Background: an optimization exercise with open tools, aiming at small area, a short achievable clock period and few clock cycles per item. Do not read the settings as production practice. Function was checked by simulation only, so behaviour that the tests miss may differ from the original.

==> flow/design.v, too long to show whole: its modules and the start of the top module <==
// module milestone1: 197 lines
// module m1_engine1: 643 lines
// module m1_final: 117 lines
// module m1_pre: 176 lines
// module m1_filter: 172 lines
module milestone1 (
    input  logic        CLOCK_50_I,
    input  logic        resetn,
    input  logic        M1_start,
    input  logic [15:0] SRAM_read_data,
    output logic [15:0] SRAM_write_data,
    output logic [17:0] SRAM_address,
    output logic        SRAM_we_n,
    output logic        M1_done
);
  // ...
==> flow/run.sh <==
#!/bin/bash
# synth_recipe.tcl (not shown) runs the flow's synth.tcl, then flattens the netlist and writes it again
# the make line also repeats each setting of config.mk as NAME=value (left out here)
make -C /OpenROAD-flow-scripts/flow DESIGN_CONFIG=/design/flow/config.mk WORK_HOME=/design/flow/orfs CLKGATE_MAP_FILE= SYNTH_SCRIPT=/design/flow/synth_recipe.tcl finish
==> flow/config.mk <==
export PLATFORM = sky130hd
export DESIGN_NAME = milestone1
export DESIGN_NICKNAME = milestone1
export VERILOG_FILES = /design/flow/design.v
export SDC_FILE = /design/flow/constraint.sdc
export NUM_CORES = 4
export LEC_CHECK = 0
export CAP_MARGIN = 20
export CORE_MARGIN = 2
export CORE_UTILIZATION = 40
export SETUP_SLACK_MARGIN = 5
export SLEW_MARGIN = 20
export SYNTH_HIERARCHICAL = 1
export SYNTH_MINIMUM_KEEP_SIZE = 0
==> flow/constraint.sdc <==
create_clock -name core_clock -period 10.5 [get_ports {CLOCK_50_I}]
set_input_delay 2.1000 -clock core_clock [delete_from_list [all_inputs] [get_ports {CLOCK_50_I}]]
set_output_delay 2.1000 -clock core_clock [all_outputs]
set_load 0.01 [all_outputs]
==> impl_metrics.tcl, run 1 <==
set metrics [dict create \
    worst-path-buf-inv 2 \
    cts_hold_buf 0 \
    taps 855 \
    fp.dieArea_um2 67600 \
    ff2ff_path_depth 11 \
    drc 0 \
    setup_tns_ns 0 \
    fmax_ghz 0.218 \
    startpoint_type "flop" \
    fin_skew_ns 0.0211 \
    slew_viol_final 0 \
    crit_family "adder cells" \
    nClkBuffers 69 \
    cts-resized-gates 0 \
    period_share_pct 43.7 \
    fin_util_pct 43.3 \
    worstSetupEndpoint "d1[8]$_DFF_P_" \
    layout-drive-gt1-share_pct 7.89 \
    totalWireLength_um 60700 \
    seq_cells 380 \
    finalNetCount 2763 \
    crit_path_top_delay_cell "a222oi_1" \
    use_met3_pct 3.55 \
    fin_cells 3175 \
    multi_input_gates 1396 \
    path_clk_slew_ns 0.06 \
    root_buffer "clkbuf_16" \
    antenna_found_initial 6 \
    status "finished clean" \
]
Testbench counts, summed over its fixed seeds: cycles 1,152,162, pixels 460,800.
==> run 2, diff against run 1 <==
==> flow/flow/run.sh (new file) <==
#!/bin/bash
set -euo pipefail
sed 's/SETUP_SLACK_MARGIN=5 /SETUP_SLACK_MARGIN=7.5 /' standard.sh > standard_m.sh
grep -q 'SETUP_SLACK_MARGIN=7.5 ' standard_m.sh
bash standard_m.sh > standard_m.log 2>&1
==> flow/standard.sh (new file) <==
#!/bin/bash
# synth_recipe.tcl (not shown) runs the flow's synth.tcl, then flattens the netlist and writes it again
# the make line also repeats each setting of config.mk as NAME=value (left out here)
make -C /OpenROAD-flow-scripts/flow DESIGN_CONFIG=/design/flow/config.mk WORK_HOME=/design/flow/orfs CLKGATE_MAP_FILE= SYNTH_SCRIPT=/design/flow/synth_recipe.tcl "${@:-finish}"
removed: flow/run.sh
==> impl_metrics.tcl, run 2 <==
set metrics [dict create \
    status "finished clean" \
    fin_skew_ns 0.0201 \
    place_inst 3094 \
    clkSinkCount 380 \
    totalWireLength_um 64900 \
    holdCritPathClass "reg -> reg" \
    dp_hpwl_um 45700 \
    reg_top3 "us (56), vs (56)" \
    startpoint_type "flop" \
    antenna_found_initial 1 \
    drtIter0Drc 1469 \
    path_clk_slew_ns 0.07 \
    crit_path_top_delay_cell "fa_1" \
    via_count 17200 \
    num-fill-cells 5789 \
    die_y_um 260 \
    worstSetupEndpointType "flop" \
    drc 0 \
    fmax_ghz 0.248 \
    multiInputGateArea_um2 15200 \
    setup_slack_ns 6.47 \
    layout_commonest_cell "inv_1" \
    grt_pass1_vias 17800 \
    htree_levels 2 \
    core_area_um2 64700 \
    worst-path-buf-inv 2 \
    cts_tree "yes" \
    grt_pass1_wl_um 100000 \
    grt_max_degree 60 \
    setup_viol 0 \
    path_cells "inv_2 > fa_1 > fa_1 > inv_1 > fa_2 > fa_1 > ha_4 > and3_4 > a221o_2 > a221o_1 > xor2_1 > a21o_1" \
    cp_slowest_stage_delay_ns 0.54 \
    synth.yosys.warnings 9 \
    numCtsBuffers 43 \
    regArea_um2 9410 \
    layout_common_cells "inv_1 (330), fa_1 (199), dfxtp_1 (173)" \
    die_w_um 260 \
    tightest_slew_ns 0.989 \
    slew_viol_final 0 \
    cts.path.max_buffers 3 \
    firstDrtPassIters 9 \
    grt_usage_pct 19.2 \
    crit_family "adder cells" \
    max-cap-violations 0 \
    gp_congestion 0.939 \
    path_common_cell "fa_1" \
    placementRows 93 \
    antenna_cells 0 \
    design_area_um2 30800 \
    synth_cells 2371 \
    area_growth_pct 17.4 \
    syn-cell-area_um2 26200 \
    period_share_pct 38.4 \
    wl_per_cell_um 19.4 \
    finalCriticalPeriod_ns 4.03 \
    place_ws_ns 6.06 \
    root_buffer "clkbuf_16" \
    maxSlewHeadroom_pct 34.0 \
    cp_max_fo 5 \
    rsz0062_at_grt "yes" \
    fp.dieArea_um2 67600 \
    critPathKind "reg -> reg" \
    viasPerCell 5.14 \
    antenna_left 0 \
    arrival_ns 4.36 \
    fin_cells 3346 \
    layout-drive-gt1-share_pct 25.5 \
    finalNetCount 2934 \
    grt_overflow 0 \
    place_area_um2 26900 \
    port_buffers 54 \
    clock_latency_ns 0.59 \
    syn_area_per_cell_um2 11.1 \
    ios 55 \
    setup_tns_ns 0 \
    start_util_pct 40.5 \
    cts_hold_buf 0 \
    crit_required_ns 10.83 \
    hold_viol_final 0 \
]
[run 2: area by class of cell]
type,count,share of cell area (%)
clock inverters,20,0.764
well taps,855,3.47
repair buffers,239,6.89
inverters,396,5.01
flip-flops and latches,380,30.5
clock buffers,60,3.90
multi-input cells,1396,49.4
[run 2: through the flow]
stage | hold WS (ns) | util (%)
after floorplan | 0.420 | -
final | 0.438 | 47.6
after detailed placement | 0.427 | 41.5
after global placement | 0.427 | 41.5
after CTS | 0.437 | 46.3
after global routing | 0.450 | 47.6
[run 2: worst paths after layout]
| kind | start | to | slack (ns) | cells past startpoint |
|---|---|---|---|---|
| setup / recovery | d1[9]$_DFF_P_ | op_u[7]$_DFFE_PP_ | 6.47 | 12 |
| hold / removal | vs[5][7]$_DFFE_PP_ | vs[3][7]$_DFFE_PP_ | 0.44 | 0 |
| setup reg to reg | d1[9]$_DFF_P_ | op_u[7]$_DFFE_PP_ | 6.47 | 12 |
| hold reg to reg | vs[5][7]$_DFFE_PP_ | vs[3][7]$_DFFE_PP_ | 0.44 | 0 |
| max in group asynchronous | resetn | SRAM_we_n$_DFFE_PN1P_ | 8.28 | 2 |
| min in group asynchronous | resetn | SRAM_address[14]$_DFFE_PN0P_ | 1.91 | 2 |
[run 2: routing by layer]
layer,global-route usage [%],vias to the layer above,part of all wire (%),routed length (um)
li1,-,8002,-,-
met1,25.4,8555,43,28100
met2,32.2,494,49,31500
met3,3.00,137,5.2,3390
met4,6.03,0,3.1,1980
met5,0,-,0,0
[run 2: repair_timing]
action	4_1_cts	5_1_grt
gates cloned	5	0
pin swaps	88	62
endpoints found under the hold margin	0	0
setup buffers	132	35
gates resized for setup	309	132
setup endpoints to repair	160	122
[run 2: worst reg2reg max path, cell delays in order, from the launching register on]
cell     delay, ns
dfxtp_4       0.35
inv_2         0.04
fa_1          0.48
fa_1          0.50
inv_1         0.05
fa_2          0.33
fa_1          0.54
ha_4          0.22
and3_4        0.14
a221o_2       0.40
a221o_1       0.39
xor2_1        0.17
a21o_1        0.16
==> run 3, diff against run 2 <==
==> flow/flow/run.sh (replaced) <==
#!/bin/bash
set -euo pipefail
sed 's/SETUP_SLACK_MARGIN=5 /SETUP_SLACK_MARGIN=9 /' standard.sh > standard_m.sh
grep -q 'SETUP_SLACK_MARGIN=9 ' standard_m.sh
bash standard_m.sh > standard_m.log 2>&1
==> impl_metrics.tcl, run 3 <==
set metrics [dict create \
    status "finished clean" \
    cts.path.max_buffers 3 \
    place_area_um2 27600 \
    layout-drive-gt1-share_pct 40.2 \
    place_inst 3096 \
    path_cells "inv_4 > fa_1 > fa_1 > inv_2 > fa_2 > fa_1 > ha_4 > and3_4 > a221o_2 > a221o_1 > xor2_1 > a21o_1" \
    max-cap-violations 0 \
    critPathKind "reg -> reg" \
    area_growth_pct 31.5 \
    fmax_ghz 0.248 \
    clock_latency_ns 0.60 \
    setup_viol 0 \
    setup_tns_ns 0 \
    tightest_slew_ns 0.936 \
    synth.yosys.warnings 9 \
    core_area_um2 64700 \
    syn-cell-area_um2 26200 \
    via_count 18200 \
    grt_pass1_wl_um 108000 \
    r2r_end "op_u[7]$_DFFE_PP_" \
    firstDrtPassIters 7 \
    grt_max_degree 62 \
    start_util_pct 40.5 \
    hold_viol_final 0 \
    period_share_pct 38.4 \
    finalCriticalPeriod_ns 4.04 \
    crit_family "adder cells" \
    fin_cells 3491 \
    crit_required_ns 10.84 \
    slew_viol_final 0 \
    grt_usage_pct 20.9 \
    r2r_setup_slack_ns 6.46 \
    antenna_left 0 \
    holdCritPathClass "reg -> reg" \
    die_w_um 260 \
    finalNetCount 3077 \
    path_clk_slew_ns 0.06 \
    design_area_um2 34500 \
    layout_commonest_cell "inv_1" \
    htree_levels 2 \
    cts_tree "yes" \
    reg2reg_from "d1[7]$_DFF_P_" \
    totalWireLength_um 72400 \
    worst-path-buf-inv 2 \
    drc 0 \
    cp_slowest_stage_delay_ns 0.54 \
    clkSinkCount 380 \
    dp_hpwl_um 46200 \
    reg_top3 "us (56), vs (56)" \
    numCtsBuffers 44 \
    maxSlewHeadroom_pct 37.5 \
    grt_overflow 0 \
    ios 55 \
    antenna_found_initial 2 \
    rsz0062_at_grt "yes" \
    cp_max_fo 3 \
    layout_common_cells "inv_1 (289), edfxtp_1 (163), fa_1 (160)" \
    worst-path-stages 12 \
    worstSetupEndpointType "flop" \
    cp-startpoint "d1[7]$_DFF_P_" \
    syn_area_per_cell_um2 11.1 \
    worstSetupEndpoint "op_u[7]$_DFFE_PP_" \
    placementRows 93 \
    fp.dieArea_um2 67600 \
    root_buffer "clkbuf_16" \
    port_buffers 54 \
    path_common_cell "fa_1" \
    startpoint_type "flop" \
    crit_path_top_delay_cell "fa_1" \
    wl_per_cell_um 20.7 \
    cts_hold_buf 0 \
    gp_congestion 0.895 \
    synth_cells 2371 \
    arrival_ns 4.38 \
    drtIter0Drc 1374 \
    ff2ff_path_depth 12 \
    die_y_um 260 \
    grt_pass1_vias 18700 \
    viasPerCell 5.22 \
    fin_skew_ns 0.0196 \
]
## run 3: worst min path at each step
stage	startpoint	cells after the start	endpoint
global placement	vs[4][6]$_DFFE_PP_	0	vs[2][6]$_DFFE_PP_
detailed placement	vs[5][5]$_DFFE_PP_	0	vs[3][5]$_DFFE_PP_
CTS	vs[3][3]$_DFFE_PP_	0	vs[1][3]$_DFFE_PP_
finish	vs[6][7]$_DFFE_PP_	0	vs[4][7]$_DFFE_PP_
floorplan	vs[3][0]$_DFFE_PP_	0	vs[1][0]$_DFFE_PP_
global route	vs[6][7]$_DFFE_PP_	0	vs[4][7]$_DFFE_PP_
## run 3: area by class of cell
cell class | count | area, um^2
Inverter | 396 | 1600
Fill cell | 5369 | 30200
Sequential cell | 380 | 9460
Antenna cell | 1 | 2.50
Clock inverter | 25 | 302
Timing Repair Buffer | 376 | 4330
Multi-Input combinational cell | 1401 | 16600
Tap cell | 855 | 1070
Clock buffer | 57 | 1180
## run 3: repair_timing
item | CTS | global route
pin swaps | 139 | 146
endpoints found under the hold margin | 0 | 0
buffers inserted | 198 | 88
endpoints found under the setup margin | 475 | 376
gates resized for setup | 660 | 228
cloned | 23 | 3
## run 3: per-stage QoR
step,setup WS [ns],util [%],hold WS (ns)
after floorplan,6.46,-,0.420
after global placement,6.07,42.6,0.425
after detailed placement,5.99,42.6,0.429
after CTS,6.47,50.7,0.443
after global routing,6.41,53.3,0.448
final,6.46,53.3,0.442
## run 3: routing by layer
layer / routed length (um) / vias to the layer above / part of all wire, % / track usage (%)
li1: - / 8293 / - / -
met1: 30500 / 9163 / 42 / 27.3
met2: 35000 / 586 / 48 / 35.0
met3: 3810 / 163 / 5.3 / 3.13
met4: 3050 / 2 / 4.2 / 8.27
met5: 13 / - / 0.018 / 0
==> run 4, diff against run 3 <==
==> flow/flow/run.sh (replaced) <==
#!/bin/bash
set -euo pipefail
sed 's/SETUP_SLACK_MARGIN=5 /SETUP_SLACK_MARGIN=6.5 /' standard.sh > standard_m.sh
grep -q 'SETUP_SLACK_MARGIN=6.5 ' standard_m.sh
bash standard_m.sh > standard_m.log 2>&1
==> impl_metrics.tcl, run 4 <==
set metrics [dict create \
    crit_family "adder cells" \
    placementRows 93 \
    path_clk_slew_ns 0.06 \
    regArea_um2 9390 \
    port_buffers 54 \
    fmax_ghz 0.246 \
    die_y_um 260 \
    numCtsBuffers 44 \
    r2r_setup_slack_ns 6.43 \
    crit_required_ns 10.79 \
    setup_viol 0 \
    worst-path-buf-inv 3 \
    worst-path-stages 13 \
    syn-cell-area_um2 26200 \
    via_count 16500 \
    gp_congestion 0.924 \
    clock_latency_ns 0.60 \
    worstSetupEndpoint "op_u[8]$_DFFE_PP_" \
    die_w_um 260 \
    dp_hpwl_um 46000 \
    antenna_left 0 \
    syn_area_per_cell_um2 11.1 \
    grt_usage_pct 18.2 \
    maxSlewHeadroom_pct 38.7 \
    htree_levels 2 \
    place_ws_ns 5.90 \
    worstSetupEndpointType "flop" \
    reg_top3 "us (56), vs (56)" \
    place_area_um2 26700 \
    fin_skew_ns 0.0333 \
    antenna_found_initial 1 \
    viasPerCell 5.15 \
    arrival_ns 4.36 \
    hold_viol_final 0 \
    clkSinkCount 380 \
    critPathKind "reg -> reg" \
    grt_pass1_wl_um 95700 \
    synth_cells 2371 \
    cp_max_fo 4 \
    num-fill-cells 6081 \
    max-cap-violations 0 \
    cp-startpoint "d1[9]$_DFF_P_" \
    reg2reg_from "d1[9]$_DFF_P_" \
    root_buffer "clkbuf_16" \
    core_area_um2 64700 \
    firstDrtPassIters 6 \
    path_common_cell "fa_1" \
    r2r_end "op_u[8]$_DFFE_PP_" \
    layout-drive-gt1-share_pct 9.92 \
    cts_tree "yes" \
    wl_per_cell_um 19.1 \
    rsz0062_at_grt "yes" \
    startpoint_type "flop" \
    start_util_pct 40.5 \
    slew_viol_final 0 \
    grt_overflow 0 \
    ios 55 \
    totalWireLength_um 60900 \
    path_cells "inv_2 > fa_1 > fa_1 > inv_2 > fa_2 > fa_1 > ha_4 > and3_4 > a221o_2 > a221o_1 > a21o_1 > inv_1 > a21oi_2" \
    drc 0 \
    area_growth_pct 8.65 \
    setup_slack_ns 6.43 \
    grt_pass1_vias 17100 \
    multiInputGateArea_um2 14200 \
    layout_common_cells "inv_1 (392), fa_1 (249), ha_1 (200)" \
    cts_hold_buf 0 \
    status "finished clean" \
    tightest_slew_ns 0.907 \
    cts.path.max_buffers 3 \
    period_share_pct 38.8 \
    crit_path_top_delay_cell "fa_1" \
    fin_util_pct 44.0 \
    cp_slowest_stage_delay_ns 0.56 \
    antenna_cells 0 \
    holdCritPathClass "reg -> reg" \
    design_area_um2 28500 \
    grt_max_degree 72 \
    synth.yosys.warnings 9 \
    fp.dieArea_um2 67600 \
    drtIter0Drc 1150 \
    finalCriticalPeriod_ns 4.07 \
    setup_tns_ns 0 \
    ff2ff_path_depth 13 \
    layout_commonest_cell "inv_1" \
    finalNetCount 2780 \
]
## run 4: layout make-up
class	count	area share [%]
clock buffers	63	4.47
inverters	396	5.22
well taps	855	3.75
clock inverters	19	0.979
flip-flops and latches	380	32.9
multi-input cells	1396	49.7
repair buffers	84	2.91
## run 4: worst min-delay path by stage
stage                            start            endpoint  slack [ns]  depth (start not counted)
floorplan           vs[3][0]$_DFFE_PP_  vs[1][0]$_DFFE_PP_        0.42                          0
global placement    vs[4][6]$_DFFE_PP_  vs[2][6]$_DFFE_PP_        0.42                          0
detailed placement  vs[4][6]$_DFFE_PP_  vs[2][6]$_DFFE_PP_        0.43                          0
CTS                 vs[4][7]$_DFFE_PP_  vs[2][7]$_DFFE_PP_        0.44                          0
global route        vs[5][1]$_DFFE_PP_  vs[3][1]$_DFFE_PP_        0.45                          0
finish              us[4][0]$_DFFE_PP_  us[2][0]$_DFFE_PP_        0.45                          0
## run 4: worst register-to-register path: cells and delay by family, from the launching register on
kind | cells | cell delay, ns
DFF | 1 | 0.35
AOI/OAI and AO/OA | 4 | 0.99
adders and majority gates | 5 | 2.13
buffers and inverters | 3 | 0.15
and+or+nand+nor | 1 | 0.15
## run 4: per-stage QoR
stage | hold WS [ns] | std cells
CTS | 0.444 | 3185
global route | 0.451 | 3193
floorplan | 0.420 | 2376
finish | 0.445 | 3193
detailed placement | 0.432 | 3094
global placement | 0.424 | 3094
## run 4: per-layer routing
metal	vias up	routed length (um)	part of all wire, %	global-route usage [%]
li1	7689	-	-	-
met1	8199	26500	44	23.8
met2	455	29800	49	31.1
met3	110	2820	4.6	2.76
met4	2	1720	2.8	5.56
met5	-	9	0.015	0
## run 4: repair_timing
action	4_1_cts	5_1_grt
cloned	1	1
endpoints found under the setup margin	18	16
buffers inserted	8	7
gates resized for setup	14	14
pin swaps	14	9

## separate check: timing with driven ports
The flow's constraints put no driver on any port. The routed layouts listed below were extracted and timed again, unchanged, in two steps. Step 1 (the two cells are an assumption about what drives the block):
set clk [get_ports {CLOCK_50_I}]
set_driving_cell -lib_cell sky130_fd_sc_hd__clkbuf_16 $clk
set_driving_cell -lib_cell sky130_fd_sc_hd__buf_2 [delete_from_list [all_inputs] $clk]
Step 2 times the ports against the registers' clock, not the clock port: input delays grow and output delays shrink by t, the midpoint of the rising clock arrivals with the driver on. Slacks: ideal ports / drivers / drivers and shift; pairs: ideal ports / drivers.
run | t, ns | setup slack, ns | hold WS [ns] | worst setup path after step 2
run 1 | 0.637 | 5.914 / 5.914 / 5.914 | 0.438 / 0.438 / 0.438 | register to register
run 2 | 0.636 | 6.465 / 6.465 / 6.465 | 0.438 / 0.438 / 0.438 | register to register
run 3 | 0.653 | 6.464 / 6.464 / 6.464 | 0.442 / 0.442 / 0.442 | register to register
run 4 | 0.649 | 6.431 / 6.431 / 6.431 | 0.445 / 0.445 / 0.445 | register to register
After both steps setup and hold are still met in every run listed.
